What follows belongs to an exercise in optimizing a design on an open flow for small area, a short achievable clock period and few clock cycles per item; a production flow would make more cautious choices. Where RTL was checked, it was by simulation tests only, not by an equivalence proof against the original. No functional check of the RTL was part of run 1. No activity file was given, so power comes from the tool's default toggle rates.

`design/flow/flow/run.sh`:
```
#!/bin/bash
# Standard layout, with the port buffers made from buf_2 cells.
set -euo pipefail
export BUFFER_PORTS_ARGS="-buffer_cell sky130_fd_sc_hd__buf_2"
bash standard.sh > standard.log 2>&1
```
`design/flow/standard.sh`:
```
#!/bin/bash
# synth_recipe.tcl (not shown) runs the flow's synth.tcl, then flattens the netlist and writes it again
# the make line also repeats each setting of config.mk as NAME=value (left out here)
make -C /OpenROAD-flow-scripts/flow DESIGN_CONFIG=/design/flow/config.mk WORK_HOME=/design/flow/orfs CLKGATE_MAP_FILE= SYNTH_SCRIPT=/design/flow/synth_recipe.tcl "${@:-finish}"
```
`design/flow/config.mk`:
```
export PLATFORM = sky130hd
export DESIGN_NAME = FP16_div
export DESIGN_NICKNAME = FP16_div
export VERILOG_FILES = /design/flow/design.v
export SDC_FILE = /design/flow/constraint.sdc
export NUM_CORES = 4
export LEC_CHECK = 0
export CAP_MARGIN = 20
export CORE_MARGIN = 2
export CORE_UTILIZATION = 40
export SETUP_SLACK_MARGIN = 1.75
export SLEW_MARGIN = 20
```
`design/flow/constraint.sdc`:
```
create_clock -name core_clock -period 5.0 [get_ports {clk}]
set_input_delay 1.0000 -clock core_clock [delete_from_list [all_inputs] [get_ports {clk}]]
set_output_delay 1.0000 -clock core_clock [all_outputs]
set_load 0.01 [all_outputs]
```
`design/flow/design.v`:
```
`timescale 1ns / 1ps
module FP16_div(
    input [15:0]data_dividend,
    input [15:0]data_divisor,
    input input_valid,
    input clk,
    input rst,
    output [15:0]data_q,
    output reg output_update,
    output reg idle
    );
    reg found;               
    reg st;                  
    reg qr1, qr2;            
    reg s;                   
    reg rnd;                 
    reg [11:0] X;            
    reg [10:0] D;            
    reg [6:0] E;             
    reg [9:0] M;             
    wire busy = ~idle;
    wire load = input_valid & idle;
    wire [4:0] ea = data_dividend[14:10];
    wire [4:0] eb = data_divisor[14:10];
    wire ea_nz = |ea;
    wire eb_nz = |eb;
    wire [11:0] X_in = {1'b0, ea_nz, data_dividend[9:0]};
    wire [10:0] D_in = {eb_nz, data_divisor[9:0]};
    wire [6:0] E_in = {2'b00, ea} + {2'b00, ~eb} + {6'd0, ~ea_nz} + {6'd0, eb_nz} + 7'b1101111;    
    wire [11:0] nD = ~{1'b0, D};
    wire [11:0] X2 = {X[10:0], 1'b0};
    wire [11:0] A = X[11:0] + nD + 12'd1;                      
    wire [11:0] B = X2 + nD + 12'd1;                           
    wire [11:0] D2 = {D, 1'b0};
    wire [11:0] Dd = {1'b0, D};
    wire [11:0] X2c = {X[10:0], 1'b1};
    wire [11:0] cs_s = X2c ^ Dd ^ D2;
    wire [11:0] cs_c = (X2c & ~(Dd & D2)) | ~(Dd | D2);
    wire [11:0] C = cs_s + {cs_c[10:0], 1'b0} + 12'd1;         
    wire q1 = ~A[11];
    wire q2 = q1 ? ~C[11] : ~B[11];
    reg [10:0] P;            
    always @(*) begin
        case ({q1, q2})
            2'b00: P = {X[9:0], 1'b0};
            2'b01: P = B[10:0];
            2'b10: P = {A[9:0], 1'b0};
            default: P = C[10:0];
        endcase
    end
    wire Dz = ~|D;
    wire dn = ~D[10];
    wire signed [6:0] Es = E;
    wire e_ovf = Es >= 32;
    wire e31 = E == 7'd31;
    wire e_zero = Es <= -11;
    wire e_m10 = Es == -10;
    wire e_m9 = Es == -9;
    wire e_den = (Es >= -8) & (Es <= 1);
    wire e1 = E == 7'd1;
    wire e_m8 = Es == -8;
    wire e_m7 = Es == -7;
    wire [3:0] mk = 4'd2 - E[3:0];                    
    wire [10:0] marker = 11'd1 << mk;
    wire [6:0] Eadj = E + (dn ? 7'd1 : {6'b111111, qr2});
    reg f2;
    reg [6:0] E2;
    reg [10:0] M2;
    always @(*) begin
        f2 = 1'b1;
        E2 = E;
        M2 = {M[8:0], qr1, qr2};
        if (~found) begin
            if (e_den) begin
                E2 = {6'd0, e1 & qr1};
                M2 = marker | {9'd0, qr1, qr2};
            end else if (qr1) begin
                M2 = {9'd0, 1'b1, qr2};
            end else if (qr2) begin
                E2 = Eadj;
                M2 = 11'd1;
            end else begin
                E2 = Eadj;
                M2 = 11'd0;
                f2 = 1'b0;
            end
        end
    end
    wire ovf = Dz | (~dn & (st ? (~found & e31 & qr1) : e_ovf));
    wire zero = ~dn & ~st & e_zero;
    wire fin_b = ~dn & (st ? (found ? M[8] : e_m8) : e_m10);               
    wire fin_a = ~dn & (st ? (found ? (M[7] & ~M[8]) : e_m7) : e_m9);     
    wire done = ovf | zero | fin_a | fin_b;
    always @(posedge clk) begin
        if (rst) begin
            idle <= 1'b1;
            output_update <= 1'b0;
        end else if (load) begin
            idle <= 1'b0;
            output_update <= 1'b0;
        end else begin
            idle <= idle | done;
            output_update <= busy & done;
        end
    end
    always @(posedge clk) begin
        if (load) begin
            X <= X_in;
            D <= D_in;
            st <= 1'b0;
        end else if (dn) begin
            D <= {D[9:0], 1'b0};
        end else begin
            X <= {P, 1'b0};
            st <= 1'b1;
        end
        qr1 <= q1;
        qr2 <= q2;
        rnd <= (fin_b & q1) | (fin_a & q2);
    end
    always @(posedge clk) begin
        if (load) begin
            s <= data_dividend[15] ^ data_divisor[15];
            E <= E_in;
            M <= 10'd0;
            found <= 1'b0;
        end else if (ovf) begin
            E <= 7'd30;
            M <= 10'h3ff;
        end else if (dn) begin
            E <= Eadj;
        end else if (~st) begin
            if (zero | fin_a | fin_b) begin
                E <= 7'd0;
                M <= {9'd0, fin_a & q1};
            end
        end else begin
            E <= E2;
            found <= f2;
            M <= fin_a ? {M2[8:0], q1} : M2[9:0];
        end
    end
    wire [14:0] EM = {E[4:0], M};
    wire sat = EM == 15'h7bff;
    wire [14:0] V = EM + {14'd0, rnd & ~sat};
    wire rzero = ~|{EM, rnd};
    assign data_q = {s & ~rzero, V};
endmodule
```
==> flow_summary.ini, run 1 <==
[timing]
final_period_minus_worst_setup_slack_ns = 3.22
report.final.slew_viol_count = 0
fin_skew_ns = 0.0129
worstMarginPinSlew_ns = 0.949
fin_crit_sh_pct = 64.3
fin_worst_hold_slack_ns = 0.534
setup_viol = 0
rsz_0062_raised_after_global_routing = true
max_slew_margin_vs_limit_pct = 36.6
max_freq_mhz = 311
hold_viol_final = 0
totalNegativeSetupSlack_ns = 0

[place]
place.port_buffers = 52
dp.final_hpwl_um = 11300
postPlaceCellArea_um2 = 5540
finalWeightedCongestion = 1.01

[synthesis]
synth_warnings = 1
register_bit_count_reported_by_yosys = 48
synthesis.area_um2 = 5160
synth_edf_count = 29
synth_largest_type_area_fraction_pct = 16.9
dominantRegCellSynth = sky130_fd_sc_hd__edfxtp_1
synth.largest_area_cell = sky130_fd_sc_hd__edfxtp_1
proportion_of_synthesized_flip_flops_having_asynchronous_set_or_reset_pct = 0
post_synth.cell_area_avg_um2 = 8.50
synth_area_leaders = sky130_fd_sc_hd__edfxtp_1 (17%), sky130_fd_sc_hd__ha_1 (12%), sky130_fd_sc_hd__dfxtp_1 (7.4%)
syn_nets = 705
ys_seq_area_share_pct = 24.3
synthCells = 607
netlist-cell-type-count = 72

[critical_path]
regToRegStartpoint = D[2]
reg2reg_setup_slack_ns = 1.78
worst-r2r-cell-count = 11
critical_path.cell_chain = inv_2 > fa_1 > ha_4 > a21o_1 > a31o_4 > o211ai_1 > o21ai_2 > xnor2_2 > and3_4 > a22o_1 > a221o_1
nature_of_the_critical_path_endpoint = flip-flop
critical-path-slowest-cell = sky130_fd_sc_hd__fa_1
timing.critical_path.required_ns = 5.06
cp_data_arrival_time_ns = 3.27
crit_path_start_kind = flip-flop
rr_endpoint = X[6]
cp_slowest_stage_delay_ns = 0.48
critical_path_peak_fanout = 5
worstSetupPathType = flip-flop to flip-flop

[finish]
design_area_um2 = 6130
insertedDiodeCount = 0
final_layout_net_count = 772
flow.area_growth_from_synthesis_pct = 18.8
final_cell_mix = sky130_fd_sc_hd__nand2_1 (54), sky130_fd_sc_hd__buf_2 (52), sky130_fd_sc_hd__nor2_1 (50)
drive_above_1_share_pct = 23.4
layout_commonest_cell = sky130_fd_sc_hd__nand2_1

[floorplan]
die_area_um2 = 13800
placeable_core_area_um2 = 12600
num_rows = 41
die-height_um = 118
ios = 53
die_width_um = 118
initial_utilization_pct = 40.9

[job]
cap_violations = 0

[global_route]
grt_start_max_net_pins = 26
grt.overflow.total = 0
initial_antenna_violation_count = 0
grt_pass1_wl_um = 24600
grtUsageTotal_pct = 21.7
number_of_global_route_vias_before_repair = 4761

[pwr]
power_density_nw_per_um2 = 754
leakage_uw = 0.00259
power.total_uw = 4620
vdd.ir_drop.worst_mv = 0.353

[worst_hold_path]
hp-start = idle
cells_on_worst_hold_path = 1
min_to = output_update
min_path_type = flip-flop to flip-flop

[clock_tree]
htree_num_levels = 2
maximum_count_of_clock_buffers_along_a_single_path = 2
cts_tree = built
clkTransAtPathRegs_ns = 0.08
clock_insertion_delay_worst_skew_ns = 0.30
clock_sinks = 48
cts.root.buffer_cell = sky130_fd_sc_hd__clkbuf_16
cts_made_buffers = 5

[routing]
post_drt_via_cell_ratio = 5.77
route.detailed.wl_per_inst_um = 17.9
detail_route.drc_violations = 0
finalWirelength_um = 15100
initialDrtViolationCount = 385
route.antenna.remaining_nets = 0
vias = 4889
detailedRoute.firstPassIterationCount = 5

[outcome]
outcome = complete, no violations
-- critical path: cells and delay by family (launching register included) --
kind / cells / cell delay, ns
simple gates: 1 / 0.23
flops: 1 / 0.41
buf+inv: 1 / 0.14
compound gates: 6 / 1.24
xor+xnor: 1 / 0.19
fa+ha+maj: 2 / 0.77
-- worst max path at each step --
stage	startpoint	endpoint	depth (start not counted)
6_report	D[2]	X[6]	11
3_5_place_dp	D[3]	X[6]	11
2_1_floorplan	D[3]	X[2]	12
4_1_cts	E[0]	data_q[14]	10
3_3_place_gp	D[3]	X[6]	11
5_1_grt	D[2]	X[8]	12
-- state kept, by name (all words and copies together) (netlist names), 7 cells and up --
| register | cells |
|---|---|
| X | 12 |
| D | 11 |
| M | 10 |
| E | 7 |
-- synthesized netlist by cell type, types with 3 or more instances --
cell	number
sky130_fd_sc_hd__nand2_1	56
sky130_fd_sc_hd__nor2_1	54
sky130_fd_sc_hd__ha_1	48
sky130_fd_sc_hd__inv_1	39
sky130_fd_sc_hd__a21oi_1	35
sky130_fd_sc_hd__xnor2_1	35
sky130_fd_sc_hd__edfxtp_1	29
sky130_fd_sc_hd__nand3_1	21
sky130_fd_sc_hd__dfxtp_1	19
sky130_fd_sc_hd__nor3_1	17
sky130_fd_sc_hd__a211oi_1	16
sky130_fd_sc_hd__clkbuf_1	15
sky130_fd_sc_hd__fa_1	15
sky130_fd_sc_hd__o21ai_0	15
sky130_fd_sc_hd__xor2_1	14
sky130_fd_sc_hd__a21o_1	11
sky130_fd_sc_hd__o31ai_1	10
sky130_fd_sc_hd__o21ai_1	9
sky130_fd_sc_hd__and3_1	8
sky130_fd_sc_hd__nor4_1	8
sky130_fd_sc_hd__a21boi_0	7
sky130_fd_sc_hd__buf_2	6
sky130_fd_sc_hd__nand2b_1	6
sky130_fd_sc_hd__nand4_1	6
sky130_fd_sc_hd__a221oi_1	5
sky130_fd_sc_hd__a31oi_1	5
sky130_fd_sc_hd__nor2b_1	5
sky130_fd_sc_hd__o21a_1	5
sky130_fd_sc_hd__a22o_1	4
sky130_fd_sc_hd__o2111ai_1	4
sky130_fd_sc_hd__o211a_1	4
sky130_fd_sc_hd__o211ai_1	4
sky130_fd_sc_hd__o21bai_1	4
sky130_fd_sc_hd__a2111oi_0	3
sky130_fd_sc_hd__a22oi_1	3
sky130_fd_sc_hd__a311oi_1	3
sky130_fd_sc_hd__a31o_2	3
sky130_fd_sc_hd__and2_1	3
sky130_fd_sc_hd__inv_2	3
sky130_fd_sc_hd__mux2i_1	3
sky130_fd_sc_hd__o22ai_1	3
sky130_fd_sc_hd__o32ai_1	3
sky130_fd_sc_hd__or3_1	3
sky130_fd_sc_hd__or4_1	3
-- repair_timing --
item | CTS | global route
resized for setup | 23 | 40
gates cloned | 0 | 0
setup buffers | 12 | 18
pin swaps | 4 | 25
setup endpoints to repair | 26 | 15
hold buffers | 0 | 0
endpoints found under the hold margin | 0 | 0
-- per-layer routing --
metal	global-route usage [%]	vias up	share of wire [%]
li1	-	2373	-
met2	35.6	186	47
met3	3.73	21	7.0
met4	4.97	0	1.8
met1	30.0	2309	45
met5	0	-	0
-- cell families (layout without fill, tap and decap cells) --
| group | count (synthesis) | count (layout) | synth area share, % |
|---|---|---|---|
| mux | 4 | 4 | 0.801 |
| buf+inv | 67 | 135 | 5.39 |
| fa+ha+maj | 63 | 63 | 17.5 |
| flops | 48 | 48 | 24.3 |
| simple gates | 203 | 203 | 19.3 |
| compound gates | 172 | 172 | 23.9 |
| xor+xnor | 50 | 50 | 8.85 |
-- through the flow --
step | util (%) | worst slack (ns) | instances
2_1_floorplan | - | 1.83 | 607
6_report | 48.6 | 1.78 | 847
3_5_place_dp | 43.9 | 0.946 | 809
3_3_place_gp | 43.9 | 1.06 | 809
5_1_grt | 48.6 | 1.64 | 847
4_1_cts | 46.2 | 1.76 | 829
-- final cells by class --
type,count,area [µm²]
Inverter,42,158
Clock inverter,3,22.5
Fill cell,1238,6490
Timing Repair Buffer,85,512
Clock buffer,5,125
Sequential cell,48,1270
Tap cell,172,215
Multi-Input combinational cell,492,3820
-- report_power, final --
part | internal (µW) | switching [µW] | leakage [µW]
logic | 1520 | 1870 | 0.00206
registers | 638 | 237 | 0.000460
clock network | 187 | 165 | 0.0000703
total | 2350 | 2280 | 0.00259
==> run 2, diff against run 1 <==
--- a/design/flow/design.v
+++ b/design/flow/design.v
@@ -123,21 +123,27 @@
             s <= data_dividend[15] ^ data_divisor[15];
             E <= E_in;
-            M <= 10'd0;
             found <= 1'b0;
         end else if (ovf) begin
             E <= 7'd30;
-            M <= 10'h3ff;
         end else if (dn) begin
             E <= Eadj;
         end else if (~st) begin
-            if (zero | fin_a | fin_b) begin
-                E <= 7'd0;
-                M <= {9'd0, fin_a & q1};
-            end
+            if (zero | fin_a | fin_b) E <= 7'd0;
         end else begin
             E <= E2;
             found <= f2;
+        end
+    end
+    always @(posedge clk) begin
+        if (load)
+            M <= 10'd0;
+        else if (ovf)
+            M <= 10'h3ff;
+        else if (dn)
+            M <= 10'd0;
+        else if (~st)
+            M <= {9'd0, fin_a & q1};
+        else
             M <= fin_a ? {M2[8:0], q1} : M2[9:0];
-        end
     end
     wire [14:0] EM = {E[4:0], M};
==> run 2 against run 1 <==
Effect of this change: wire length shrank 9.1%; synthesized cell count down 6.1%; clock power is 6.0% lower; first-iteration DRC count down 25%; non-clock buffer count down 1; sequential share of layout area increased by 0.38 points; sequential cell count unchanged; cell count shrank 4.1%; worst setup slack got worse by 0.013 ns; sequential power decreased by 9.8%; largest cell class unchanged; largest power group unchanged; highest routed layer unchanged.
==> flow_summary.ini, run 2 <==
[job]
cap_violations = 0

[worst_hold_path]
min_to = st
cells_on_worst_hold_path = 2
hp-start = st
min_path_type = flip-flop to flip-flop

[routing]
route.detailed.wl_per_inst_um = 17.0
finalWirelength_um = 13800
post_drt_via_cell_ratio = 5.56
detail_route.drc_violations = 0
vias = 4514
initialDrtViolationCount = 288
detailedRoute.firstPassIterationCount = 4
route.antenna.remaining_nets = 0

[finish]
drive_above_1_share_pct = 22.2
max_flop_register = X
insertedDiodeCount = 0
final_layout_net_count = 741
final_cell_mix = sky130_fd_sc_hd__buf_2 (52), sky130_fd_sc_hd__nand2_1 (46), sky130_fd_sc_hd__ha_1 (42)
finalNonFillerCells = 812
reg_top3 = X x12, D x11, M x10
flow.area_growth_from_synthesis_pct = 18.9
design_area_um2 = 5930
largest_reg_flops = 12
layout_commonest_cell = sky130_fd_sc_hd__buf_2

[synthesis]
ys_seq_area_share_pct = 25.1
synth_edf_count = 29
synthCells = 570
dominantRegCellSynth = sky130_fd_sc_hd__edfxtp_1
synthesis.area_um2 = 4990
synth.largest_area_cell = sky130_fd_sc_hd__edfxtp_1
register_bit_count_reported_by_yosys = 48
post_synth.cell_area_avg_um2 = 8.75
synth_largest_type_area_fraction_pct = 17.5
proportion_of_synthesized_flip_flops_having_asynchronous_set_or_reset_pct = 0
post-synth-top-count-cell = sky130_fd_sc_hd__ha_1
synth_common_cells = sky130_fd_sc_hd__ha_1 (48), sky130_fd_sc_hd__nand2_1 (47), sky130_fd_sc_hd__nor2_1 (39)
syn_nets = 668
synth_area_leaders = sky130_fd_sc_hd__edfxtp_1 (17%), sky130_fd_sc_hd__ha_1 (12%), sky130_fd_sc_hd__dfxtp_1 (7.6%)
netlist-cell-type-count = 69
synth_warnings = 1

[critical_path]
timing.critical_path.required_ns = 5.12
worstSetupPathType = flip-flop to flip-flop
crit_buf_inv = 3
crit_path_start_kind = flip-flop
nature_of_the_critical_path_endpoint = flip-flop
worst-r2r-cell-count = 13
cp_slowest_stage_delay_ns = 0.58
critical-path-slowest-cell = sky130_fd_sc_hd__fa_1
cp_data_arrival_time_ns = 3.35
critical_path.cell_chain = inv_2 > fa_1 > ha_4 > a21o_1 > a31o_4 > a211oi_4 > o31ai_4 > xnor2_1 > buf_4 > buf_6 > mux2i_1 > o22ai_1 > a21oi_1
reg2reg_setup_slack_ns = 1.77
regToRegStartpoint = D[2]
critical_path_peak_fanout = 7
rr_endpoint = X[4]
worst_path_dominant_cell_family = compound AO/OA/AOI/OAI gates

[global_route]
initial_antenna_violation_count = 0
grt_pass1_wl_um = 22100
number_of_global_route_vias_before_repair = 4392
grtUsageTotal_pct = 20.9
grt.overflow.total = 0
grt_start_max_net_pins = 32

[clock_tree]
cts_tree = built
cts.root.buffer_cell = sky130_fd_sc_hd__clkbuf_16
htree_num_levels = 2
cts_made_buffers = 5
maximum_count_of_clock_buffers_along_a_single_path = 2
clock_insertion_delay_worst_skew_ns = 0.29
clock_sinks = 48
clkTransAtPathRegs_ns = 0.06

[timing]
hold_viol_final = 0
fin_crit_sh_pct = 64.6
worstMarginPinSlew_ns = 0.570
fin_skew_ns = 0.00518
setup_viol = 0
final_period_minus_worst_setup_slack_ns = 3.23
max_freq_mhz = 310
postLayoutSetupSlackWorst_ns = 1.77
totalNegativeSetupSlack_ns = 0
max_slew_margin_vs_limit_pct = 61.9
rsz_0062_raised_after_global_routing = true
fin_worst_hold_slack_ns = 0.582
report.final.slew_viol_count = 0

[place]
postPlaceCellArea_um2 = 5410
place_worst_setup_slack_ns = 1.44
finalWeightedCongestion = 0.884
dp.final_hpwl_um = 10400
post-place-cells = 777
place.port_buffers = 52

[floorplan]
num_rows = 40
die-height_um = 116
die_area_um2 = 13400
initial_utilization_pct = 41.2
ios = 53
die_width_um = 116
placeable_core_area_um2 = 12100

[pwr]
power_density_nw_per_um2 = 771
leakage_uw = 0.00251
vdd.ir_drop.worst_mv = 0.356

[outcome]
outcome = complete, no violations
==> run 2: worst min-delay path: stages, from the launching register on <==
cell                      delay, ns
sky130_fd_sc_hd__dfxtp_1       0.39
sky130_fd_sc_hd__nor2_1        0.11
sky130_fd_sc_hd__nor2_1        0.04
==> run 2: worst max path at each step <==
stage / start / to / slack, ns / cells past startpoint
5_1_grt: D[9] / X[4] / 1.68 / 13
2_1_floorplan: D[3] / X[3] / 1.78 / 12
4_1_cts: E[0] / data_q[14] / 1.73 / 10
3_5_place_dp: D[3] / X[3] / 1.44 / 12
3_3_place_gp: D[3] / X[3] / 1.49 / 12
6_report: D[2] / X[4] / 1.77 / 13
==> run 2: kinds of logic after synthesis <==
logic type	share of synthesized area, %
simple gates	18.1
fa+ha+maj	18.1
compound gates	21.1
xor+xnor	8.98
flops	25.1
buf+inv	4.64
mux	4.06
==> run 2: metrics by stage <==
stage	power (µW)	utilization (%)
6_report	4580	49.0
2_1_floorplan	2950	-
3_5_place_dp	3610	44.7
3_3_place_gp	3580	44.7
4_1_cts	4210	47.3
5_1_grt	4930	49.0
==> run 2: timing repair <==
item                                    in CTS  in global routing
gates cloned                                 0                  0
gates resized for setup                     17                 35
hold buffers                                 0                  0
setup buffers                               18                  9
pin swaps                                    1                  7
endpoints found under the setup margin      25                 27
==> run 2: power by group <==
part	switching (µW)	internal [µW]	leakage (µW)
clock	145	185	0.0000679
combinational	1830	1630	0.00199
sequential	180	610	0.000454
total	2150	2420	0.00251
==> run 2: cell type report <==
class	count	area, µm²
Multi-Input combinational cell	465	3670
Sequential cell	48	1260
Inverter	39	154
Tap cell	168	210
Fill cell	1206	6180
Clock buffer	7	133
Timing Repair Buffer	84	508
Clock inverter	1	5.00
==> run 2: per-layer routing <==
metal,up-vias,routed length (µm),global-route usage [%]
li1,2236,-,-
met1,2139,6700,31.0
met2,119,6070,31.3
met3,20,775,3.03
met4,0,231,6.43
met5,-,0,0
Testbench counts of run 2, summed over its fixed seeds: cycles 51,570, items 8,000.
==> run 3, diff against run 2 <==
--- a/design/flow/config.mk
+++ b/design/flow/config.mk
@@ -9,4 +9,5 @@
 export CORE_MARGIN = 2
 export CORE_UTILIZATION = 40
-export SETUP_SLACK_MARGIN = 1.75
+export CTS_BUF_LIST = sky130_fd_sc_hd__clkbuf_4 sky130_fd_sc_hd__clkbuf_8
+export SETUP_SLACK_MARGIN = 1.5
 export SLEW_MARGIN = 20
==> run 3 against run 2 <==
Effect of this change: still clean on timing, DRC and antenna; global-route usage rose by 0.22 points; sequential power rose by 2%; cell count down 1.8%; first-iteration DRC count increased by 22%; sequential cell count stayed put; core utilization decreased by 2.3 points; maximum frequency down 3.9%; combinational power down 14%; largest cell class unchanged; highest routed layer unchanged.
==> flow_summary.ini, run 3 <==
[clock_tree]
clock_insertion_delay_worst_skew_ns = 0.31
htree_num_levels = 2
clkTransAtPathRegs_ns = 0.10
maximum_count_of_clock_buffers_along_a_single_path = 2
cts_made_buffers = 5
clock_sinks = 48
cts.root.buffer_cell = sky130_fd_sc_hd__clkbuf_8
cts_tree = built
cts_hold_buffers = 0

[synthesis]
synth_warnings = 1
synth_common_cells = sky130_fd_sc_hd__ha_1 (48), sky130_fd_sc_hd__nand2_1 (47), sky130_fd_sc_hd__nor2_1 (39)
post-synth-top-count-cell = sky130_fd_sc_hd__ha_1
proportion_of_synthesized_flip_flops_having_asynchronous_set_or_reset_pct = 0
synth_area_leaders = sky130_fd_sc_hd__edfxtp_1 (17%), sky130_fd_sc_hd__ha_1 (12%), sky130_fd_sc_hd__dfxtp_1 (7.6%)
register_bit_count_reported_by_yosys = 48
synthesis.area_um2 = 4990
synth_largest_type_area_fraction_pct = 17.5
ys_seq_area_share_pct = 25.1
dominantRegCellSynth = sky130_fd_sc_hd__edfxtp_1
synth.largest_area_cell = sky130_fd_sc_hd__edfxtp_1
synth_edf_count = 29
syn_nets = 668
synthCells = 570
post_synth.cell_area_avg_um2 = 8.75
netlist-cell-type-count = 69

[critical_path]
crit_buf_inv = 1
worstSetupPathType = flip-flop to flip-flop
critical_path.cell_chain = fa_1 > ha_1 > a21o_1 > a31o_2 > a211oi_4 > o31ai_2 > xnor2_2 > buf_6 > mux2_2 > o22ai_1 > a21oi_1
cp_slowest_stage_delay_ns = 0.54
nature_of_the_critical_path_endpoint = flip-flop
worst_path_dominant_cell_family = compound AO/OA/AOI/OAI gates
crit_path_start_kind = flip-flop
cp_data_arrival_time_ns = 3.42
timing.critical_path.required_ns = 5.06
critical-path-slowest-cell = sky130_fd_sc_hd__edfxtp_1
critical_path_peak_fanout = 9

[job]
cap_violations = 0

[floorplan]
initial_utilization_pct = 41.2
ios = 53
die_area_um2 = 13400
placeable_core_area_um2 = 12100
die-height_um = 116
die_width_um = 116
num_rows = 40

[finish]
layout_commonest_cell = sky130_fd_sc_hd__buf_2
insertedDiodeCount = 0
fillerInstances = 1240
max_flop_register = X
drive_above_1_share_pct = 17.2
reg_top3 = X x12, D x11, M x10
final_layout_net_count = 726
final_cell_mix = sky130_fd_sc_hd__buf_2 (52), sky130_fd_sc_hd__nand2_1 (47), sky130_fd_sc_hd__ha_1 (45)
finalNonFillerCells = 797
flow.area_growth_from_synthesis_pct = 13.3
largest_reg_flops = 12
design_area_um2 = 5650

[timing]
max_slew_margin_vs_limit_pct = 46.5
final_period_minus_worst_setup_slack_ns = 3.36
report.final.slew_viol_count = 0
rsz_0062_raised_after_global_routing = false
max_freq_mhz = 297
worstMarginPinSlew_ns = 0.800
setup_viol = 0
totalNegativeSetupSlack_ns = 0
fin_skew_ns = 0.00911
fin_crit_sh_pct = 67.2
hold_viol_final = 0

[routing]
post_drt_via_cell_ratio = 5.57
detail_route.drc_violations = 0
vias = 4439
detailedRoute.firstPassIterationCount = 5
route.antenna.remaining_nets = 0
finalWirelength_um = 13600
initialDrtViolationCount = 352
route.detailed.wl_per_inst_um = 17.0

[worst_hold_path]
min_path_type = flip-flop to flip-flop

[pwr]
power_density_nw_per_um2 = 717
leakage_uw = 0.00241
vdd.ir_drop.worst_mv = 0.331

[place]
dp.final_hpwl_um = 10400
post-place-cells = 777
place.port_buffers = 52
finalWeightedCongestion = 0.897
postPlaceCellArea_um2 = 5410

[outcome]
outcome = complete, no violations

[global_route]
number_of_global_route_vias_before_repair = 4314
grtUsageTotal_pct = 21.1
grt_start_max_net_pins = 34
grt.overflow.total = 0
grt_pass1_wl_um = 22400
initial_antenna_violation_count = 0
## run 3: cell counts after synthesis
Identical to the previous run, type by type.
## run 3: path summary, 6_finish.rpt
check	end	from	slack, ns	cells past startpoint
worst min-delay path	st	st	0.58	2
worst max register to register	X[9]	X[1]	1.64	11
worst min register to register	st	st	0.58	2
worst max-delay path	X[9]	X[1]	1.64	11
## run 3: cell families after synthesis
kind of cell / share of synthesized area (%)
simple gates: 18.1
buf+inv: 4.64
flops: 25.1
compound gates: 21.1
fa+ha+maj: 18.1
mux: 4.06
xor+xnor: 8.98
## run 3: cell type report
type | instances | area (µm²) | area share, %
clock buffer | 7 | 90.1 | 1.59
clock inverter | 1 | 6.26 | 0.111
inverter | 39 | 149 | 2.63
multi-input combinational | 465 | 3550 | 62.8
sequential | 48 | 1250 | 22.2
tap | 168 | 210 | 3.72
timing repair buffer | 69 | 395 | 7.00
## run 3: stage by stage
step                      hold WS [ns]  total power [µW]  util [%]  worst slack [ns]
after detailed placement         0.554              3590      44.7              1.35
after floorplan                  0.516              2950         -              1.67
after global routing             0.603              4410      46.7              1.50
after CTS                        0.572              3950      45.9              1.51
final                            0.583              4050      46.7              1.64
after global placement           0.554              3550      44.7              1.45
## run 3: worst min-delay path, stage by stage (launching register included)
cell	delay, ns
sky130_fd_sc_hd__dfxtp_1	0.40
sky130_fd_sc_hd__nor2_1	0.11
sky130_fd_sc_hd__nor2_1	0.04
## run 3: where the power goes
| part | switching [µW] | internal [µW] | leakage (µW) |
|---|---|---|---|
| combinational | 1650 | 1350 | 0.00190 |
| clock | 140 | 119 | 0.0000522 |
| sequential | 193 | 608 | 0.000453 |
## run 3: what timing repair did
item | 4_1_cts | 5_1_grt
pin swaps | 0 | 4
resized for setup | 5 | 12
hold endpoints to repair | 0 | 0
buffers inserted | 4 | 8
cloned | 0 | 0
endpoints found under the setup margin | 13 | 10
## run 3: layer usage
layer  vias up  track usage, %  part of all wire (%)
li1       2200               -                     -
met1      2124            30.4                    48
met2       113            33.9                    46
met3         2            3.71                   5.9
met4         0            3.10                  0.28
met5         -               0                     0
==> run 4, diff against run 3 <==
--- a/design/flow/config.mk
+++ b/design/flow/config.mk
@@ -10,4 +10,5 @@
 export CORE_UTILIZATION = 40
 export CTS_BUF_LIST = sky130_fd_sc_hd__clkbuf_4 sky130_fd_sc_hd__clkbuf_8
+export GPL_TIMING_DRIVEN = 1
 export SETUP_SLACK_MARGIN = 1.5
 export SLEW_MARGIN = 20
==> run 4 against run 3 <==
Effect of this change: die area stayed put; via count unchanged; count of clock-buffer cells in the layout is the same; core utilization is the same; sequential share of layout area unchanged; sequential cell count unchanged; still clean on timing, DRC and antenna; non-clock buffer count stayed put; highest routed layer unchanged; maximum frequency unchanged; critical path type unchanged; clock power hardly changed.
==> flow_summary.ini, run 4 <==
[outcome]
outcome = complete, no violations

[synthesis]
proportion_of_synthesized_flip_flops_having_asynchronous_set_or_reset_pct = 0
synth_warnings = 1
post-synth-top-count-cell = sky130_fd_sc_hd__ha_1
synth_largest_type_area_fraction_pct = 17.5
synthesis.area_um2 = 4990
dominantRegCellSynth = sky130_fd_sc_hd__edfxtp_1
ys_seq_area_share_pct = 25.1
synth.largest_area_cell = sky130_fd_sc_hd__edfxtp_1
netlist-cell-type-count = 69
synth_edf_count = 29
synthCells = 570
register_bit_count_reported_by_yosys = 48
synth_common_cells = sky130_fd_sc_hd__ha_1 (48), sky130_fd_sc_hd__nand2_1 (47), sky130_fd_sc_hd__nor2_1 (39)
post_synth.cell_area_avg_um2 = 8.75
synth_area_leaders = sky130_fd_sc_hd__edfxtp_1 (17%), sky130_fd_sc_hd__ha_1 (12%), sky130_fd_sc_hd__dfxtp_1 (7.6%)
syn_nets = 668

[floorplan]
die-height_um = 116
die_width_um = 116
initial_utilization_pct = 41.2
ios = 53
num_rows = 40
placeable_core_area_um2 = 12100
die_area_um2 = 13400

[worst_hold_path]
cells_on_worst_hold_path = 2
min_path_type = flip-flop to flip-flop

[finish]
layout_commonest_cell = sky130_fd_sc_hd__buf_2
final_layout_net_count = 726
reg_top3 = X x12, D x11, M x10
final_cell_mix = sky130_fd_sc_hd__buf_2 (52), sky130_fd_sc_hd__nand2_1 (47), sky130_fd_sc_hd__ha_1 (45)
max_flop_register = X
largest_reg_flops = 12
flow.area_growth_from_synthesis_pct = 13.3
insertedDiodeCount = 0
drive_above_1_share_pct = 17.2

[timing]
max_slew_margin_vs_limit_pct = 46.5
worstMarginPinSlew_ns = 0.800
rsz_0062_raised_after_global_routing = false
hold_viol_final = 0
fin_crit_sh_pct = 67.2
report.final.slew_viol_count = 0
totalNegativeSetupSlack_ns = 0
setup_viol = 0
max_freq_mhz = 297
final_period_minus_worst_setup_slack_ns = 3.36
postLayoutSetupSlackWorst_ns = 1.64
fin_skew_ns = 0.00911

[critical_path]
worst-r2r-cell-count = 11
timing.critical_path.required_ns = 5.06
critical_path_peak_fanout = 9
worstSetupPathType = flip-flop to flip-flop
cp_data_arrival_time_ns = 3.42
nature_of_the_critical_path_endpoint = flip-flop
crit_path_start_kind = flip-flop

[pwr]
comb_power_share_pct = 73.8
cellInternalPower_uw = 2070
power_density_nw_per_um2 = 717
clock_power_share_pct = 6.4
netSwitchingFraction_pct = 48.8
leakage_uw = 0.00241
vdd.ir_drop.worst_mv = 0.331
netSwitchingPower_uw = 1980
pwr-share-seq_pct = 19.8

[routing]
post_drt_via_cell_ratio = 5.57
detail_route.drc_violations = 0
route.antenna.remaining_nets = 0
initialDrtViolationCount = 352
vias = 4439
route.detailed.wl_per_inst_um = 17.0
detailedRoute.firstPassIterationCount = 5
finalWirelength_um = 13600

[global_route]
grt_start_max_net_pins = 34
grtUsageTotal_pct = 21.1
number_of_global_route_vias_before_repair = 4314
grt_pass1_wl_um = 22400
grt.overflow.total = 0
initial_antenna_violation_count = 0

[clock_tree]
cts_made_buffers = 5
cts_hold_buffers = 0
clock_insertion_delay_worst_skew_ns = 0.31
htree_num_levels = 2
clock_sinks = 48
cts.root.buffer_cell = sky130_fd_sc_hd__clkbuf_8
cts_tree = built
maximum_count_of_clock_buffers_along_a_single_path = 2
clkTransAtPathRegs_ns = 0.10

[place]
dp.final_hpwl_um = 10400
place.port_buffers = 52
place_worst_setup_slack_ns = 1.35
finalWeightedCongestion = 0.897

[job]
cap_violations = 0
[run 4: cell counts after synthesis]
Identical to the previous run, type by type.
[run 4: power by group through the flow]
stage	clock [µW]	sequential [µW]	combinational [µW]
global route	276	825	3310
floorplan	0	728	2220
finish	259	802	2990
detailed placement	0	852	2740
CTS	261	799	2890
global placement	0	850	2700
[run 4: cell families (layout without fill, tap and decap cells)]
group | Yosys count | count (layout) | share of synthesized area, %
multiplexers | 20 | 20 | 4.06
AND/OR/NAND/NOR | 180 | 180 | 18.1
XOR/XNOR | 49 | 49 | 8.98
AO/OA/AOI/OAI | 153 | 153 | 21.1
adder cells (fa/ha/maj) | 63 | 63 | 18.1
flip-flops | 48 | 48 | 25.1
buffers and inverters | 57 | 116 | 4.64
[run 4: metrics by stage]
stage / instances / area (µm²) / total power, µW / utilization (%) / hold WS (ns)
2_1_floorplan: 570 / 4990 / 2950 / - / 0.516
3_3_place_gp: 777 / 5410 / 3550 / 44.7 / 0.554
3_5_place_dp: 777 / 5410 / 3590 / 44.7 / 0.554
4_1_cts: 789 / 5560 / 3950 / 45.9 / 0.572
5_1_grt: 797 / 5650 / 4410 / 46.7 / 0.603
6_report: 797 / 5650 / 4050 / 46.7 / 0.583
[run 4: cell type report]
type | instances | area [µm²]
multi-input cells | 465 | 3550
fillers | 1240 | 6460
clock buffers | 7 | 90.1
clock inverters | 1 | 6.26
flip-flops and latches | 48 | 1250
repair buffers | 69 | 395
inverters | 39 | 149
well taps | 168 | 210
[run 4: critical path: stages, from the launching register on]
cell                       delay, ns
sky130_fd_sc_hd__edfxtp_1       0.54
sky130_fd_sc_hd__fa_1           0.50
sky130_fd_sc_hd__ha_1           0.24
sky130_fd_sc_hd__a21o_1         0.19
sky130_fd_sc_hd__a31o_2         0.24
sky130_fd_sc_hd__a211oi_4       0.31
sky130_fd_sc_hd__o31ai_2        0.14
sky130_fd_sc_hd__xnor2_2        0.21
sky130_fd_sc_hd__buf_6          0.18
sky130_fd_sc_hd__mux2_2         0.34
sky130_fd_sc_hd__o22ai_1        0.15
sky130_fd_sc_hd__a21oi_1        0.06
[run 4: repair_timing]
item	4_1_cts	5_1_grt
cloned	0	0
setup buffers	4	8
setup endpoints to repair	13	10
pin swaps	0	4
resized for setup	5	12
[run 4: path summary, 6_finish.rpt]
kind / start / endpoint / slack, ns
max: X[1] / X[9] / 1.64
min: st / st / 0.58
max reg2reg: X[1] / X[9] / 1.64
min reg2reg: st / st / 0.58
[run 4: per-layer routing]
| metal | global-route usage, % | up-vias | routed length (µm) |
|---|---|---|---|
| met3 | 3.71 | 2 | 802 |
| met4 | 3.10 | 0 | 38 |
| met5 | 0 | - | 0 |
| met2 | 33.9 | 113 | 6240 |
| met1 | 30.4 | 2124 | 6490 |
| li1 | - | 2200 | - |
==> run 5, diff against run 4 <==
--- a/design/flow/config.mk
+++ b/design/flow/config.mk
@@ -10,5 +10,5 @@
 export CORE_UTILIZATION = 40
 export CTS_BUF_LIST = sky130_fd_sc_hd__clkbuf_4 sky130_fd_sc_hd__clkbuf_8
-export GPL_TIMING_DRIVEN = 1
 export SETUP_SLACK_MARGIN = 1.5
 export SLEW_MARGIN = 20
+export TNS_END_PERCENT = 100
==> run 5 against run 4 <==
Effect of this change: cell count stayed put; count of clock-buffer cells in the layout stayed put; highest routed layer unchanged; maximum frequency unchanged; clock skew stayed put; combinational power about the same; sequential share of layout area unchanged.
==> flow_summary.ini, run 5 <==
[outcome]
outcome = complete, no violations

[synthesis]
post_synth.cell_area_avg_um2 = 8.75
proportion_of_synthesized_flip_flops_having_asynchronous_set_or_reset_pct = 0
ys_seq_area_share_pct = 25.1
register_bit_count_reported_by_yosys = 48
synth_area_leaders = sky130_fd_sc_hd__edfxtp_1 (17%), sky130_fd_sc_hd__ha_1 (12%), sky130_fd_sc_hd__dfxtp_1 (7.6%)
dominantRegCellSynth = sky130_fd_sc_hd__edfxtp_1
post-synth-top-count-cell = sky130_fd_sc_hd__ha_1
synth.largest_area_cell = sky130_fd_sc_hd__edfxtp_1
syn_nets = 668
synthCells = 570
synth_largest_type_area_fraction_pct = 17.5
synth_common_cells = sky130_fd_sc_hd__ha_1 (48), sky130_fd_sc_hd__nand2_1 (47), sky130_fd_sc_hd__nor2_1 (39)
synth_warnings = 1
netlist-cell-type-count = 69
synth_edf_count = 29
synthesis.area_um2 = 4990

[critical_path]
cp_slowest_stage_delay_ns = 0.54
regToRegStartpoint = X[1]
critical_path.cell_chain = fa_1 > ha_1 > a21o_1 > a31o_2 > a211oi_4 > o31ai_2 > xnor2_2 > buf_6 > mux2_2 > o22ai_1 > a21oi_1
crit_path_start_kind = flip-flop
worstSetupPathType = flip-flop to flip-flop
timing.critical_path.required_ns = 5.06
worst-r2r-cell-count = 11
rr_endpoint = X[9]
critical_path.startpoint = X[1]
nature_of_the_critical_path_endpoint = flip-flop
critical_path_peak_fanout = 9
reg2reg_setup_slack_ns = 1.64
cp_data_arrival_time_ns = 3.42
critPathCapture = X[9]
critical-path-slowest-cell = sky130_fd_sc_hd__edfxtp_1

[clock_tree]
cts_made_buffers = 5
clock_sinks = 48
cts.root.buffer_cell = sky130_fd_sc_hd__clkbuf_8
clkTransAtPathRegs_ns = 0.10
clock_insertion_delay_worst_skew_ns = 0.31
htree_num_levels = 2
maximum_count_of_clock_buffers_along_a_single_path = 2
cts_tree = built

[finish]
drive_above_1_share_pct = 17.2
max_flop_register = X
largest_reg_flops = 12
final_layout_net_count = 726
insertedDiodeCount = 0
flow.area_growth_from_synthesis_pct = 13.3
layout_commonest_cell = sky130_fd_sc_hd__buf_2
fillerInstances = 1240
final_cell_mix = sky130_fd_sc_hd__buf_2 (52), sky130_fd_sc_hd__nand2_1 (47), sky130_fd_sc_hd__ha_1 (45)
reg_top3 = X x12, D x11, M x10

[routing]
route.detailed.wl_per_inst_um = 17.0
detailedRoute.firstPassIterationCount = 5
initialDrtViolationCount = 352
wl_met2_um = 6240
vias = 4439
detail_route.drc_violations = 0
met3_routed_length_um = 802
route.antenna.remaining_nets = 0
finalWirelength_um = 13600
post_drt_via_cell_ratio = 5.57
wl_met1_um = 6490
route.top_layer_used = met4

[floorplan]
die_width_um = 116
ios = 53
placeable_core_area_um2 = 12100
num_rows = 40
die-height_um = 116
die_area_um2 = 13400
initial_utilization_pct = 41.2

[timing]
max_slew_margin_vs_limit_pct = 46.5
hold_viol_final = 0
fin_skew_ns = 0.00911
setup_viol = 0
worstMarginPinSlew_ns = 0.800
report.final.slew_viol_count = 0
rsz_0062_raised_after_global_routing = false
final_period_minus_worst_setup_slack_ns = 3.36
totalNegativeSetupSlack_ns = 0
fin_worst_hold_slack_ns = 0.583
fin_crit_sh_pct = 67.2
max_freq_mhz = 297

[pwr]
leakage_uw = 0.00241
vdd.ir_drop.worst_mv = 0.331
power_density_nw_per_um2 = 717

[place]
dp.final_hpwl_um = 10400
place.port_buffers = 52
finalWeightedCongestion = 0.897

[worst_hold_path]
min_path_type = flip-flop to flip-flop
hp-start = st

[global_route]
grt_start_max_net_pins = 34
grtUsageTotal_pct = 21.1
number_of_global_route_vias_before_repair = 4314
initial_antenna_violation_count = 0
grt.overflow.total = 0
grt_pass1_wl_um = 22400

[job]
cap_violations = 0
==> run 5: cell counts after synthesis <==
Identical to the previous run, type by type.
==> run 5: critical path: cells and delay by family, from the launching register on <==
| family | cells | cell delay [ns] |
|---|---|---|
| buffers and inverters | 1 | 0.18 |
| muxes | 1 | 0.34 |
| adders and majority gates | 2 | 0.74 |
| AOI/OAI and AO/OA | 6 | 1.09 |
| xor gates and xnor gates | 1 | 0.21 |
| DFF | 1 | 0.54 |
==> run 5: cell families after synthesis <==
| family | Yosys count | synth area share (%) |
|---|---|---|
| buffers and inverters | 57 | 4.64 |
| and+or+nand+nor | 180 | 18.1 |
| muxes | 20 | 4.06 |
| adders and majority gates | 63 | 18.1 |
| xor gates and xnor gates | 49 | 8.98 |
| DFF | 48 | 25.1 |
| AOI/OAI and AO/OA | 153 | 21.1 |
==> run 5: routing by layer <==
metal / track usage [%] / up-vias
li1: - / 2200
met1: 30.4 / 2124
met2: 33.9 / 113
met3: 3.71 / 2
met4: 3.10 / 0
met5: 0 / -
==> run 5: metrics by stage <==
stage	util (%)	instance area (µm²)	total power (µW)	setup slack [ns]	cells
after floorplan	-	4990	2950	1.67	570
after global placement	44.7	5410	3550	1.45	777
after detailed placement	44.7	5410	3590	1.35	777
after CTS	45.9	5560	3950	1.51	789
after global routing	46.7	5650	4410	1.50	797
final	46.7	5650	4050	1.64	797
==> run 5: what timing repair did <==
action,in CTS,in global routing
resized for setup,5,12
pin swaps,0,4
setup buffers,4,8
hold buffers,0,0
setup endpoints to repair,13,10
==> run 5: power breakdown <==
group / leakage, µW / internal [µW] / switching, µW
logic: 0.00190 / 1350 / 1650
clock network: 0.0000522 / 119 / 140
registers: 0.000453 / 608 / 193
total: 0.00241 / 2070 / 1980
==> run 5: area by class of cell <==
class	instances	area, µm²	share of cell area, %
clock buffer	7	90.1	1.59
tap	168	210	3.72
timing repair buffer	69	395	7.00
multi-input combinational	465	3550	62.8
sequential	48	1250	22.2
inverter	39	149	2.63
clock inverter	1	6.26	0.111
==> run 5: how the worst min path moves through the flow <==
stage                     end  slack [ns]  depth (start not counted)
after CTS                  st        0.57                          2
after floorplan            st        0.52                          2
after global placement     st        0.55                          2
after global routing       st        0.60                          2
after detailed placement   st        0.55                          2
final                      st        0.58                          2
==> run 6, diff against run 5 <==
--- a/design/flow/config.mk
+++ b/design/flow/config.mk
@@ -9,6 +9,4 @@
 export CORE_MARGIN = 2
 export CORE_UTILIZATION = 40
-export CTS_BUF_LIST = sky130_fd_sc_hd__clkbuf_4 sky130_fd_sc_hd__clkbuf_8
 export SETUP_SLACK_MARGIN = 1.5
 export SLEW_MARGIN = 20
-export TNS_END_PERCENT = 100
==> run 6 against run 5 <==
Effect of this change: power up 2.0%; core utilization up 0.23 points; count of clock-buffer cells in the layout unchanged; first-iteration DRC count down 9.4%; clock skew down 0.0024 ns; maximum frequency down 1.0%; combinational power about the same; non-clock buffer count down 3; largest cell class unchanged.
==> flow_summary.ini, run 6 <==
[clock_tree]
cts_hold_buffers = 0
htree_num_levels = 2
cts_made_buffers = 5
cts.root.buffer_cell = sky130_fd_sc_hd__clkbuf_16
clock_sinks = 48
maximum_count_of_clock_buffers_along_a_single_path = 2
clkTransAtPathRegs_ns = 0.06
clock_insertion_delay_worst_skew_ns = 0.29
cts_tree = built

[timing]
setup_viol = 0
final_period_minus_worst_setup_slack_ns = 3.40
max_slew_margin_vs_limit_pct = 45.8
rsz_0062_raised_after_global_routing = true
max_freq_mhz = 294
fin_skew_ns = 0.00676
worstMarginPinSlew_ns = 0.809
hold_viol_final = 0
postLayoutSetupSlackWorst_ns = 1.60
report.final.slew_viol_count = 0
fin_crit_sh_pct = 67.9
totalNegativeSetupSlack_ns = 0

[routing]
post_drt_via_cell_ratio = 5.59
route.antenna.remaining_nets = 0
initialDrtViolationCount = 319
vias = 4439
detailedRoute.firstPassIterationCount = 4
route.detailed.wl_per_inst_um = 17.1
detail_route.drc_violations = 0
finalWirelength_um = 13600

[pwr]
vdd.ir_drop.worst_mv = 0.327
power_density_nw_per_um2 = 728
leakage_uw = 0.00242
power.total_uw = 4130

[finish]
final_layout_net_count = 723
flow.area_growth_from_synthesis_pct = 13.8
layout_commonest_cell = sky130_fd_sc_hd__buf_2
final_cell_mix = sky130_fd_sc_hd__buf_2 (52), sky130_fd_sc_hd__nand2_1 (47), sky130_fd_sc_hd__ha_1 (46)
max_flop_register = X
final_util_pct = 46.9
finalNonFillerCells = 794
drive_above_1_share_pct = 16.3
insertedDiodeCount = 0
largest_reg_flops = 12
reg_top3 = X x12, D x11, M x10

[worst_hold_path]
min_path_type = flip-flop to flip-flop
hp-start = st
cells_on_worst_hold_path = 2

[floorplan]
initial_utilization_pct = 41.2
num_rows = 40
die_width_um = 116
placeable_core_area_um2 = 12100
ios = 53
die-height_um = 116
die_area_um2 = 13400

[critical_path]
timing.critical_path.required_ns = 4.00
nature_of_the_critical_path_endpoint = output pin
regToRegStartpoint = X[1]
cp_data_arrival_time_ns = 2.40
worst-r2r-cell-count = 11
crit_path_start_kind = flip-flop
critical_path_peak_fanout = 7
critical_path.startpoint = E[3]
worstSetupPathType = flip-flop to output pin

[synthesis]
synthCells = 570
syn_nets = 668
synth.largest_area_cell = sky130_fd_sc_hd__edfxtp_1
synth_largest_type_area_fraction_pct = 17.5
ys_seq_area_share_pct = 25.1
dominantRegCellSynth = sky130_fd_sc_hd__edfxtp_1
post_synth.cell_area_avg_um2 = 8.75
synth_area_leaders = sky130_fd_sc_hd__edfxtp_1 (17%), sky130_fd_sc_hd__ha_1 (12%), sky130_fd_sc_hd__dfxtp_1 (7.6%)
netlist-cell-type-count = 69
synthesis.area_um2 = 4990
post-synth-top-count-cell = sky130_fd_sc_hd__ha_1
synth_edf_count = 29
register_bit_count_reported_by_yosys = 48
synth_common_cells = sky130_fd_sc_hd__ha_1 (48), sky130_fd_sc_hd__nand2_1 (47), sky130_fd_sc_hd__nor2_1 (39)
proportion_of_synthesized_flip_flops_having_asynchronous_set_or_reset_pct = 0
synth_warnings = 1

[global_route]
globalRouteMet2Util_pct = 34.1
global_route.usage.met3_pct = 3.56
number_of_global_route_vias_before_repair = 4301
grt.overflow.total = 0
grtUsageTotal_pct = 21.0
grt_use_met1_pct = 30.2
initial_antenna_violation_count = 0
grt_start_max_net_pins = 34
busiest_metal_layer_after_global_routing = met2
grt_pass1_wl_um = 22400

[place]
dp.final_hpwl_um = 10400
place_worst_setup_slack_ns = 1.35
post-place-cells = 777
finalWeightedCongestion = 0.897
place.port_buffers = 52

[outcome]
outcome = complete, no violations

[job]
cap_violations = 0
-- run 6: changes by cell type in the layout (fill, tap and decap cells not counted), sizes merged --
cell | before | now
buf | 69 | 66
-- run 6: logic make-up (layout without fill, tap and decap cells) --
kind of cell,Yosys count,count (layout),synth area share [%]
XOR/XNOR,49,49,8.98
adder cells (fa/ha/maj),63,63,18.1
buffers and inverters,57,113,4.64
AO/OA/AOI/OAI,153,153,21.1
multiplexers,20,20,4.06
AND/OR/NAND/NOR,180,180,18.1
flip-flops,48,48,25.1
-- run 6: timing repair --
item	CTS	global route
pin swaps	0	2
gates resized for setup	5	9
endpoints found under the setup margin	11	12
setup buffers	3	6
-- run 6: where the power goes --
part / internal, µW / leakage [µW] / switching, µW
Sequential: 609 / 0.000453 / 195
Combinational: 1340 / 0.00189 / 1630
Clock: 205 / 0.0000779 / 151
Total: 2150 / 0.00242 / 1980
-- run 6: cell type report --
type	count	area, µm²
fill	1234	6430
multi-input combinational	465	3540
sequential	48	1250
timing repair buffer	66	373
tap	168	210
inverter	39	149
clock buffer	7	146
clock inverter	1	6.26
-- run 6: worst paths after layout --
| kind | endpoint | slack, ns |
|---|---|---|
| hold reg to reg | st | 0.57 |
| hold / removal | st | 0.57 |
| setup / recovery | data_q[14] | 1.60 |
| setup reg to reg | X[9] | 1.65 |
-- run 6: metrics by stage --
step                      hold slack [ns]  instance area (µm²)
final                               0.566                 5680
after global routing                0.599                 5680
after CTS                           0.568                 5610
after detailed placement            0.554                 5410
after global placement              0.554                 5410
after floorplan                     0.516                 4990
-- run 6: worst max-delay path, cell delays in order (launching register included) --
cell,delay [ns]
sky130_fd_sc_hd__edfxtp_1,0.49
sky130_fd_sc_hd__and3_4,0.24
sky130_fd_sc_hd__nand4_1,0.09
sky130_fd_sc_hd__o31a_1,0.26
sky130_fd_sc_hd__ha_1,0.22
sky130_fd_sc_hd__ha_2,0.21
sky130_fd_sc_hd__and2_1,0.17
sky130_fd_sc_hd__nand2_1,0.10
sky130_fd_sc_hd__nor2_1,0.05
sky130_fd_sc_hd__xor2_1,0.13
sky130_fd_sc_hd__buf_2,0.15
-- run 6: per-layer routing --
layer  part of all wire (%)  vias to the layer above
met5                      0                        -
met4                   0.71                        0
met3                    6.2                        9
met2                     46                      123
met1                     47                     2115
li1                       -                     2192
==> run 7, diff against run 6 <==
--- a/design/flow/config.mk
+++ b/design/flow/config.mk
@@ -9,4 +9,6 @@
 export CORE_MARGIN = 2
 export CORE_UTILIZATION = 40
+export CTS_BUF_LIST = sky130_fd_sc_hd__clkbuf_8
+export CTS_CLUSTER_SIZE = 30
 export SETUP_SLACK_MARGIN = 1.5
 export SLEW_MARGIN = 20
==> run 7 against run 6 <==
Effect of this change: still clean on timing, DRC and antenna; clock power fell by 29%; synthesized cell count did not move; sequential share of layout area rose by 0.14 points; critical path depth rose by 1; global-route usage barely moved; sequential cell count did not move; critical endpoint is now X[9].
==> flow_summary.ini, run 7 <==
[synthesis]
synth_warnings = 1
ys_seq_area_share_pct = 25.1
register_bit_count_reported_by_yosys = 48
dominantRegCellSynth = sky130_fd_sc_hd__edfxtp_1
synth_xor_xnor_area_share_pct = 8.98
synth-simple-area-share_pct = 18.1
post_synth.cell_area_avg_um2 = 8.75
muxShareOfSynthArea_pct = 4.06
synth_largest_type_area_fraction_pct = 17.5
synthCells = 570
synth_fa_ha_area_share_pct = 18.1
netlist-cell-type-count = 69
synth_area_leaders = sky130_fd_sc_hd__edfxtp_1 (17%), sky130_fd_sc_hd__ha_1 (12%), sky130_fd_sc_hd__dfxtp_1 (7.6%)
synth_edf_count = 29
syn_nets = 668
post-synth-top-count-cell = sky130_fd_sc_hd__ha_1
synth_common_cells = sky130_fd_sc_hd__ha_1 (48), sky130_fd_sc_hd__nand2_1 (47), sky130_fd_sc_hd__nor2_1 (39)
synth_top_family_by_area = compound AO/OA/AOI/OAI gates
synth.largest_area_cell = sky130_fd_sc_hd__edfxtp_1
synth_compound_gate_area_share_pct = 21.1
proportion_of_synthesized_flip_flops_having_asynchronous_set_or_reset_pct = 0
synthesis.area_um2 = 4990

[floorplan]
die-height_um = 116
die_area_um2 = 13400
initial_utilization_pct = 41.2
die_width_um = 116
num_rows = 40
placeable_core_area_um2 = 12100
ios = 53

[place]
finalWeightedCongestion = 0.897
place.port_buffers = 52
postPlaceCellArea_um2 = 5410
dp.final_hpwl_um = 10400

[critical_path]
worst_path_dominant_cell_family = compound AO/OA/AOI/OAI gates
critical_path_peak_fanout = 9
reg2reg_setup_slack_ns = 1.64
cp_slowest_stage_delay_ns = 0.54
timing.critical_path.required_ns = 5.06
nature_of_the_critical_path_endpoint = flip-flop
worstSetupPathType = flip-flop to flip-flop
crit_buf_inv = 1
regToRegStartpoint = X[1]
worst-r2r-cell-count = 11
crit_path_start_kind = flip-flop
critical_path.cell_chain = fa_1 > ha_1 > a21o_1 > a31o_2 > a211oi_4 > o31ai_2 > xnor2_2 > buf_6 > mux2_2 > o22ai_1 > a21oi_1
rr_endpoint = X[9]
cp_data_arrival_time_ns = 3.42
critical-path-slowest-cell = sky130_fd_sc_hd__edfxtp_1

[pwr]
power.total_uw = 4050
leakage_uw = 0.00241
vdd.ir_drop.worst_mv = 0.331
power_density_nw_per_um2 = 716

[clock_tree]
cts_made_buffers = 5
maximum_count_of_clock_buffers_along_a_single_path = 2
cts_tree = built
cts_hold_buffers = 0
htree_num_levels = 2
cts.root.buffer_cell = sky130_fd_sc_hd__clkbuf_8
clkTransAtPathRegs_ns = 0.10
clock_sinks = 48
clock_insertion_delay_worst_skew_ns = 0.31

[routing]
detail_route.drc_violations = 0
finalWirelength_um = 13600
post_drt_via_cell_ratio = 5.57
vias = 4442
initialDrtViolationCount = 352
route.antenna.remaining_nets = 0
detailedRoute.firstPassIterationCount = 4
route.detailed.wl_per_inst_um = 17.0

[global_route]
grt_start_max_net_pins = 34
grt.overflow.total = 0
number_of_global_route_vias_before_repair = 4314
grt_pass1_wl_um = 22400
initial_antenna_violation_count = 0
grtUsageTotal_pct = 21.1

[job]
cap_violations = 0

[finish]
reg_top3 = X x12, D x11, M x10
flow.area_growth_from_synthesis_pct = 13.2
final_util_pct = 46.6
max_flop_register = X
final_layout_net_count = 726
final_cell_mix = sky130_fd_sc_hd__buf_2 (52), sky130_fd_sc_hd__nand2_1 (47), sky130_fd_sc_hd__ha_1 (45)
drive_above_1_share_pct = 17.0
layout_commonest_cell = sky130_fd_sc_hd__buf_2
largest_reg_flops = 12
design_area_um2 = 5650
insertedDiodeCount = 0

[timing]
totalNegativeSetupSlack_ns = 0
report.final.slew_viol_count = 0
max_freq_mhz = 297
max_slew_margin_vs_limit_pct = 46.5
fin_skew_ns = 0.00936
final_period_minus_worst_setup_slack_ns = 3.36
setup_viol = 0
worstMarginPinSlew_ns = 0.800
fin_crit_sh_pct = 67.2
fin_worst_hold_slack_ns = 0.583
rsz_0062_raised_after_global_routing = false
hold_viol_final = 0

[worst_hold_path]
min_to = st
hp-start = st
min_path_type = flip-flop to flip-flop
cells_on_worst_hold_path = 2

[outcome]
outcome = complete, no violations
-- run 7: worst reg2reg max path, stage by stage (launching register included) --
cell and delay (ns):
sky130_fd_sc_hd__edfxtp_1 0.54, sky130_fd_sc_hd__fa_1 0.50, sky130_fd_sc_hd__ha_1 0.24, sky130_fd_sc_hd__a21o_1 0.19
sky130_fd_sc_hd__a31o_2 0.24, sky130_fd_sc_hd__a211oi_4 0.31, sky130_fd_sc_hd__o31ai_2 0.14, sky130_fd_sc_hd__xnor2_2 0.21
sky130_fd_sc_hd__buf_6 0.18, sky130_fd_sc_hd__mux2_2 0.34, sky130_fd_sc_hd__o22ai_1 0.15, sky130_fd_sc_hd__a21oi_1 0.06
-- run 7: worst max-delay path by stage --
stage | from | end | depth (start not counted)
after detailed placement | D[3] | X[3] | 12
after global placement | D[3] | X[9] | 12
final | X[1] | X[9] | 11
after CTS | D[1] | X[9] | 12
after global routing | E[4] | data_q[14] | 10
after floorplan | D[10] | X[3] | 13
-- run 7: logic make-up (layout without fill, tap and decap cells) --
group / count (synthesis) / count (layout)
flip-flops: 48 / 48
multiplexers: 20 / 20
AO/OA/AOI/OAI: 153 / 153
XOR/XNOR: 49 / 49
buffers and inverters: 57 / 116
adder cells (fa/ha/maj): 63 / 63
AND/OR/NAND/NOR: 180 / 180
-- run 7: area by class of cell --
type                            count  area [µm²]
Fill cell                        1240        6460
Multi-Input combinational cell    465        3550
Sequential cell                    48        1250
Timing Repair Buffer               69         395
Tap cell                          168         210
Inverter                           39         149
Clock buffer                        6        82.6
Clock inverter                      2        10.0
-- run 7: timing repair --
action | CTS | global route
pin swaps | 0 | 4
setup endpoints to repair | 13 | 10
resized for setup | 5 | 12
buffers inserted | 4 | 8
gates cloned | 0 | 0
-- run 7: through the flow --
step           std cells  setup WS (ns)
2_1_floorplan        570           1.67
3_3_place_gp         777           1.45
3_5_place_dp         777           1.35
4_1_cts              789           1.51
5_1_grt              797           1.50
6_report             797           1.64
-- run 7: where the power goes --
group	internal, µW	total (µW)	switching, µW
registers	608	802	193
clock network	111	252	140
logic	1350	2990	1650
total	2070	4050	1980
-- run 7: metal layers --
metal  global-route usage [%]  share of wire, %  vias up
met1                     30.4                48     2125
li1                         -                 -     2200
met3                     3.71               5.9        2
met4                     3.10              0.28        0
met2                     33.9                46      115
met5                        0                 0        -
==> run 8, diff against run 7 <==
==> design/flow/flow/run.sh (replaced) <==
#!/bin/bash
# Standard layout, with the port buffers made from buf_2 cells.
set -euo pipefail
export BUFFER_PORTS_ARGS="-buffer_cell sky130_fd_sc_hd__buf_1"
bash standard.sh > standard.log 2>&1
--- a/design/flow/config.mk
+++ b/design/flow/config.mk
@@ -9,6 +9,4 @@
 export CORE_MARGIN = 2
 export CORE_UTILIZATION = 40
-export CTS_BUF_LIST = sky130_fd_sc_hd__clkbuf_8
-export CTS_CLUSTER_SIZE = 30
 export SETUP_SLACK_MARGIN = 1.5
 export SLEW_MARGIN = 20
==> run 8 against run 7 <==
Effect of this change: wire length down 1.2%; core utilization rose by 0.57 points; clock skew decreased by 0.0022 ns; largest cell class unchanged; still clean; critical path type unchanged; power up 4.7%; sequential power about the same; die area unchanged; hold slack worse by 0.013 ns; largest power group unchanged.
==> flow_summary.ini, run 8 <==
[finish]
final-seq-area_um2 = 1250
final_layout_net_count = 734
insertedDiodeCount = 0
reg_top3 = X x12, D x11, M x10
flow.area_growth_from_synthesis_pct = 14.6
max_flop_register = X
drive_above_1_share_pct = 10.5
final_cell_mix = sky130_fd_sc_hd__buf_1 (51), sky130_fd_sc_hd__nand2_1 (47), sky130_fd_sc_hd__ha_1 (46)
fillerInstances = 1202
layout_commonest_cell = sky130_fd_sc_hd__buf_1
largest_reg_flops = 12
design_area_um2 = 5720
multi_input_comb_area_um2 = 3540
final_util_pct = 47.2

[critical_path]
cp_data_arrival_time_ns = 3.44
critical_path.startpoint = X[1]
rr_endpoint = X[9]
critical_path_peak_fanout = 9
worst_path_dominant_cell_family = compound AO/OA/AOI/OAI gates
crit_path_start_kind = flip-flop
reg2reg_setup_slack_ns = 1.59
critical-path-slowest-cell = sky130_fd_sc_hd__edfxtp_1
nature_of_the_critical_path_endpoint = flip-flop
cp_slowest_stage_delay_ns = 0.52
timing.critical_path.required_ns = 5.03
worst-r2r-cell-count = 11
crit_buf_inv = 1
regToRegStartpoint = X[1]
worstSetupPathType = flip-flop to flip-flop
critical_path.cell_chain = fa_1 > ha_1 > a21o_1 > a31o_2 > a211oi_4 > o31ai_2 > xnor2_1 > buf_6 > mux2_2 > o22ai_1 > a21oi_1

[synthesis]
synth_area_leaders = sky130_fd_sc_hd__edfxtp_1 (17%), sky130_fd_sc_hd__ha_1 (12%), sky130_fd_sc_hd__dfxtp_1 (7.6%)
synth_largest_type_area_fraction_pct = 17.5
register_bit_count_reported_by_yosys = 48
synth_edf_count = 29
synthCells = 570
proportion_of_synthesized_flip_flops_having_asynchronous_set_or_reset_pct = 0
dominantRegCellSynth = sky130_fd_sc_hd__edfxtp_1
netlist-cell-type-count = 69
synth.largest_area_cell = sky130_fd_sc_hd__edfxtp_1
post-synth-top-count-cell = sky130_fd_sc_hd__ha_1
synthesis.area_um2 = 4990
syn_nets = 668
synth_common_cells = sky130_fd_sc_hd__ha_1 (48), sky130_fd_sc_hd__nand2_1 (47), sky130_fd_sc_hd__nor2_1 (39)
ys_seq_area_share_pct = 25.1
synth_warnings = 1
post_synth.cell_area_avg_um2 = 8.75

[timing]
postLayoutSetupSlackWorst_ns = 1.59
max_freq_mhz = 293
fin_crit_sh_pct = 68.2
report.final.slew_viol_count = 0
rsz_0062_raised_after_global_routing = false
final_period_minus_worst_setup_slack_ns = 3.41
max_slew_margin_vs_limit_pct = 48.6
totalNegativeSetupSlack_ns = 0
fin_skew_ns = 0.00711
hold_viol_final = 0
worstMarginPinSlew_ns = 0.767
setup_viol = 0

[floorplan]
ios = 53
die-height_um = 116
placeable_core_area_um2 = 12100
initial_utilization_pct = 41.2
num_rows = 40
die_width_um = 116
die_area_um2 = 13400

[pwr]
cellInternalPower_uw = 2230
leakage_uw = 0.00231
power.total_uw = 4230
power_density_nw_per_um2 = 741
clock_power_share_pct = 8.8
netSwitchingFraction_pct = 47.4
vdd.ir_drop.worst_mv = 0.260
comb_power_share_pct = 72.4
netSwitchingPower_uw = 2010
pwr-share-seq_pct = 18.9

[place]
place_worst_setup_slack_ns = 1.41
place.port_buffers = 52
finalWeightedCongestion = 0.868
dp.final_hpwl_um = 10400
postPlaceCellArea_um2 = 5350

[clock_tree]
cts_tree = built
clock_sinks = 48
cts_made_buffers = 5
htree_num_levels = 2
clock_insertion_delay_worst_skew_ns = 0.29
maximum_count_of_clock_buffers_along_a_single_path = 2
clkTransAtPathRegs_ns = 0.07
cts.root.buffer_cell = sky130_fd_sc_hd__clkbuf_16

[routing]
finalWirelength_um = 13400
post_drt_via_cell_ratio = 5.62
detailedRoute.firstPassIterationCount = 5
initialDrtViolationCount = 336
vias = 4525
detail_route.drc_violations = 0
route.detailed.wl_per_inst_um = 16.7
route.antenna.remaining_nets = 0

[outcome]
outcome = complete, no violations

[worst_hold_path]
hp-start = st
min_path_type = flip-flop to flip-flop
cells_on_worst_hold_path = 2
min_to = st

[global_route]
number_of_global_route_vias_before_repair = 4246
grt.overflow.total = 0
grt_start_max_net_pins = 35
grtUsageTotal_pct = 20.4
grt_pass1_wl_um = 21900
initial_antenna_violation_count = 0

[job]
cap_violations = 0
## run 8: repair_timing
action / CTS / global route
gates resized for setup: 5 / 16
endpoints found under the setup margin: 7 / 9
hold buffers: 0 / 0
hold endpoints to repair: 0 / 0
buffers inserted: 9 / 11
pin swaps: 1 / 3
## run 8: through the flow
| step | instances | hold slack, ns |
|---|---|---|
| after floorplan | 570 | 0.516 |
| after global placement | 777 | 0.549 |
| after detailed placement | 777 | 0.554 |
| after CTS | 794 | 0.569 |
| after global routing | 805 | 0.606 |
| final | 805 | 0.570 |
## run 8: final cells by class
| type | instances | area share (%) |
|---|---|---|
| flip-flops and latches | 48 | 21.9 |
| repair buffers | 77 | 7.00 |
| clock buffers | 7 | 2.76 |
| clock inverters | 1 | 0.0875 |
| multi-input cells | 465 | 61.9 |
| well taps | 168 | 3.68 |
| inverters | 39 | 2.63 |
## run 8: how the worst max path moves through the flow
stage            endpoint  slack, ns  cells past startpoint
2_1_floorplan        X[3]       1.67                     13
3_3_place_gp         X[9]       1.50                     12
3_5_place_dp         X[9]       1.41                     12
4_1_cts        data_q[14]       1.50                     10
5_1_grt              X[9]       1.50                     11
6_report             X[9]       1.59                     11
## run 8: logic make-up after synthesis
| kind of cell | share of synthesized area (%) |
|---|---|
| simple gates | 18.1 |
| compound gates | 21.1 |
| fa+ha+maj | 18.1 |
| buf+inv | 4.64 |
| xor+xnor | 8.98 |
| flops | 25.1 |
| mux | 4.06 |
## run 8: per-layer routing
metal | routed length, µm | global-route usage (%) | part of all wire [%]
met3 | 667 | 2.56 | 5.0
met4 | 108 | 3.41 | 0.81
met5 | 0 | 0 | 0
met1 | 6620 | 30.5 | 49
met2 | 6010 | 32.3 | 45
## run 8: tightest hold or removal path, cell delays in order (launching register included)
cell                      delay, ns
sky130_fd_sc_hd__dfxtp_1       0.38
sky130_fd_sc_hd__nor2_1        0.11
sky130_fd_sc_hd__nor2_1        0.04
## run 8: power by group through the flow
stage | Sequential, µW | Combinational (µW) | Clock, µW
after floorplan | 728 | 2220 | 0
after global placement | 844 | 2710 | 0
after detailed placement | 848 | 2740 | 0
after CTS | 797 | 2960 | 373
after global routing | 826 | 3380 | 394
final | 799 | 3060 | 371

port drivers added, routing unchanged:
How much do the figures lean on ideal ports? The routed layouts below were timed once more, with nothing changed but the port constraints.
Step 1, drivers: a clkbuf_16 drives clk and a buf_2 each remaining input, both assumed.
Step 2 times the ports against the registers' clock, not the clock port: input delays grow and output delays shrink by t, the midpoint of the rising clock arrivals with the driver on.
a / b / c = no drivers / after step 1 / after step 2; a / b = the first two.
run | t (ns) | setup slack, ns
run 1 | 0.338 | 1.783 / 1.783 / 1.602
run 2 | 0.325 | 1.770 / 1.753 / 1.628
run 3 | 0.339 | 1.638 / 1.618 / 1.529
run 4 | 0.339 | 1.638 / 1.618 / 1.529
run 5 | 0.339 | 1.638 / 1.618 / 1.529
run 6 | 0.327 | 1.604 / 1.564 / 1.524
run 7 | 0.339 | 1.638 / 1.618 / 1.529
run 8 | 0.318 | 1.588 / 1.588 / 1.553
After both steps every run listed still meets setup and hold.
